This is an optimization exercise on Yosys and OpenROAD, whose aim is small area, not a production implementation.
Function was checked by simulation only, so behaviour that the tests miss may differ from the original.
Power is estimated from default activity; no workload was simulated.

== sierra ==
## processor
module processor(clk, rst_n, load, dload, laddr, insload, loadreg, reg_addr, reg_load,
                 pc_out, rf_we, rf_waddr, rf_wdata, dm_we, dm_addr, dm_wdata);
Size in the first run: ~4500 cells after synthesis.
==> flow/config.mk <==
export PLATFORM = sky130hd
export DESIGN_NAME = processor
export DESIGN_NICKNAME = processor
export VERILOG_FILES = /design/flow/design.v
export SDC_FILE = /design/flow/constraint.sdc
export NUM_CORES = 4
export LEC_CHECK = 0
export CAP_MARGIN = 20
export CORE_MARGIN = 2
export CORE_UTILIZATION = 45
export CTS_BUF_LIST = sky130_fd_sc_hd__clkbuf_16
export CTS_CLUSTER_DIAMETER = 150
export CTS_CLUSTER_SIZE = 25
export SLEW_MARGIN = 20
export SYNTH_HIERARCHICAL = 1
export SYNTH_MINIMUM_KEEP_SIZE = 0
==> flow/constraint.sdc <==
create_clock -name core_clock -period 10.0 [get_ports {clk}]
set_input_delay 2.0000 -clock core_clock [delete_from_list [all_inputs] [get_ports {clk}]]
set_output_delay 2.0000 -clock core_clock [all_outputs]
set_load 0.01 [all_outputs]
standard.sh (not shown) runs the stock make flow with config.mk's settings and CLKGATE_MAP_FILE= SYNTH_SCRIPT=/design/flow/synth_recipe.tcl, a recipe that flattens the netlist after the stock synthesis.
==> flow/flow/run.sh <==
#!/bin/bash
# Layout flow: the standard synthesis and ORFS steps (standard.sh), with
# three settings changed for area:
#  - ports are buffered with buf_1 instead of the default port buffer,
#  - buffers that ABC inserted are removed before placement (the resizer
#    re-buffers where slew or capacitance needs it),
#  - the clock tree is built without dummy balancing loads.
# Each step's full log is in orfs/logs/; make's own output is in flow_*.log.
set -euo pipefail
bash standard.sh synth > flow_synth.log 2>&1
bash standard.sh \
  REMOVE_ABC_BUFFERS=1 \
  "BUFFER_PORTS_ARGS=-buffer_cell sky130_fd_sc_hd__buf_1" \
  "CTS_ARGS=-sink_clustering_enable -repair_clock_nets -buf_list sky130_fd_sc_hd__clkbuf_16 -sink_clustering_size 25 -sink_clustering_max_diameter 150 -dont_use_dummy_load" \
  finish > flow_layout.log 2>&1
--- input diff sierra..lagoon ---
Settings: an added GPL_TIMING_DRIVEN of 0; a change of CTS_CLUSTER_DIAMETER from 150 to 100.
==> flow/flow/run.sh <==
#!/bin/bash
# Layout flow: the standard synthesis and ORFS steps (standard.sh), with
# a few settings changed for area:
#  - ports are buffered with buf_1 instead of the default port buffer,
#  - buffers that ABC inserted are removed before placement (the resizer
#    re-buffers where slew or capacitance needs it),
#  - the clock tree is built without dummy balancing loads,
#  - after global routing, gates off the critical paths are downsized
#    (ORFS's power recovery, which also recovers area).
# Each step's full log is in orfs/logs/; make's own output is in flow_*.log.
set -euo pipefail
bash standard.sh synth > flow_synth.log 2>&1
bash standard.sh \
  REMOVE_ABC_BUFFERS=1 \
  "BUFFER_PORTS_ARGS=-buffer_cell sky130_fd_sc_hd__buf_1" \
  "CTS_ARGS=-sink_clustering_enable -repair_clock_nets -buf_list sky130_fd_sc_hd__clkbuf_16 -sink_clustering_size 25 -sink_clustering_max_diameter 100 -dont_use_dummy_load" \
  RECOVER_POWER=100 \
  finish > flow_layout.log 2>&1
==> comparison <==
In lagoon the implementation ran to completion but is not tape-out ready, as the final checks report max-capacitance violations, max-slew violations.
Largest net degree at the start of global routing on lagoon is down relative to sierra.
Measured against sierra, the instance count on the critical path of lagoon comes out at 1.17 times the reference value.
lagoon: post-layout instance area about 0.9% below sierra
lagoon: worst setup skew after layout higher than sierra
lagoon vs sierra on highest ir drop seen on vdd: lagoon is the higher one.
The pin slew with the least headroom to its limit of lagoon exceeds that of sierra by 770 ps.
The run showing the smaller total wirelength of the detailed-routed design is lagoon.
sierra → lagoon: global-route wire length before repair -0.75%; share of the clock period used by the worst path after layout +14 points; worst hold slack +3.3 ps.

Setup of build 18:
processor, a different RTL version from the one above (not shown whole).
Size: about 1,400 flip-flops, about 49,000 um^2 of cells after synthesis.
export LEC_CHECK = 0
export CAP_MARGIN = 20
export CORE_MARGIN = 2
export CORE_UTILIZATION = 45
export CTS_BUF_LIST = sky130_fd_sc_hd__clkbuf_16
export CTS_CLUSTER_DIAMETER = 100
export CTS_CLUSTER_SIZE = 25
export SLEW_MARGIN = 20
export SYNTH_HIERARCHICAL = 1
export SYNTH_MINIMUM_KEEP_SIZE = 0
create_clock -name core_clock -period 10.0 [get_ports {clk}]
==> flow/flow/run.sh <==
#!/bin/bash
# Layout flow: the standard synthesis and ORFS steps (standard.sh), with
# a few settings changed for area:
#  - ports are buffered with buf_1 instead of the default port buffer,
#  - buffers that ABC inserted are removed before placement (the resizer
#    re-buffers where slew or capacitance needs it),
#  - the clock tree is built without dummy balancing loads.
# Each step's full log is in orfs/logs/; make's own output is in flow_*.log.
set -euo pipefail
bash standard.sh synth > flow_synth.log 2>&1
bash standard.sh \
  REMOVE_ABC_BUFFERS=1 \
  "BUFFER_PORTS_ARGS=-buffer_cell sky130_fd_sc_hd__buf_1" \
  "CTS_ARGS=-sink_clustering_enable -repair_clock_nets -buf_list sky130_fd_sc_hd__clkbuf_16 -sink_clustering_size 25 -sink_clustering_max_diameter 100 -dont_use_dummy_load" \
  finish > flow_layout.log 2>&1
diff inputs: build 18 => build 78
Settings: GPL_TIMING_DRIVEN newly set to 0.
==> comparison <==
Any difference in relative contribution of sequential cells to total power between build 18 and build 78 is small enough to ignore. [compare] base=build 18 new=build 78: non-clock buffer count lower, clock skew roughly the same, switching power total higher. The met1 layer usage reported by global route on build 78 is in line with that on build 18.
For build 91, these inputs were changed with respect to build 78:
Settings: CTS_CLUSTER_SIZE changed from 25 to 30; CTS_CLUSTER_DIAMETER changed from 100 to 80.
--- a/flow/flow/run.sh
+++ b/flow/flow/run.sh
@@ -12,4 +12,4 @@
   REMOVE_ABC_BUFFERS=1 \
   "BUFFER_PORTS_ARGS=-buffer_cell sky130_fd_sc_hd__buf_1" \
-  "CTS_ARGS=-sink_clustering_enable -repair_clock_nets -buf_list sky130_fd_sc_hd__clkbuf_16 -sink_clustering_size 25 -sink_clustering_max_diameter 100 -dont_use_dummy_load" \
+  "CTS_ARGS=-sink_clustering_enable -repair_clock_nets -buf_list sky130_fd_sc_hd__clkbuf_16 -sink_clustering_size 30 -sink_clustering_max_diameter 80 -dont_use_dummy_load" \
   finish > flow_layout.log 2>&1
## What came out
Build 91 went all the way through the flow, and no timing, DRC or antenna check failed. Summary of build 91 over build 78: register share of the cell area closely matched the old numbers, area of all placed cells without fillers comparable. Diff build 91..build 78 | routed wire length | negligible.

-- separate check: timing with driven ports --
The results above use ideal ports. As a check the final layouts listed here were re-extracted and re-timed, cells and wires unchanged. Step 1 assumes that a clkbuf_16 drives the clock port and a buf_2 every other input. Step 2, shift: input delay + t, output delay - t, t = (earliest + latest rising clock arrival at the registers) / 2. This alone moves slack from input paths to output paths. Three values: no drivers, after step 1, after step 2; two values: the first two.
run	t (ns)	setup slack, ns	worst setup path after step 2
sierra	0.764	2.150 / 2.078 / 2.257	register to register
lagoon	0.766	0.784 / 0.784 / 0.784	register to register
build 18	0.763	1.291 / 1.220 / 1.487	register to register
build 78	0.768	1.210 / 1.140 / 1.237	register to register
build 91	0.759	1.181 / 1.106 / 1.201	register to register
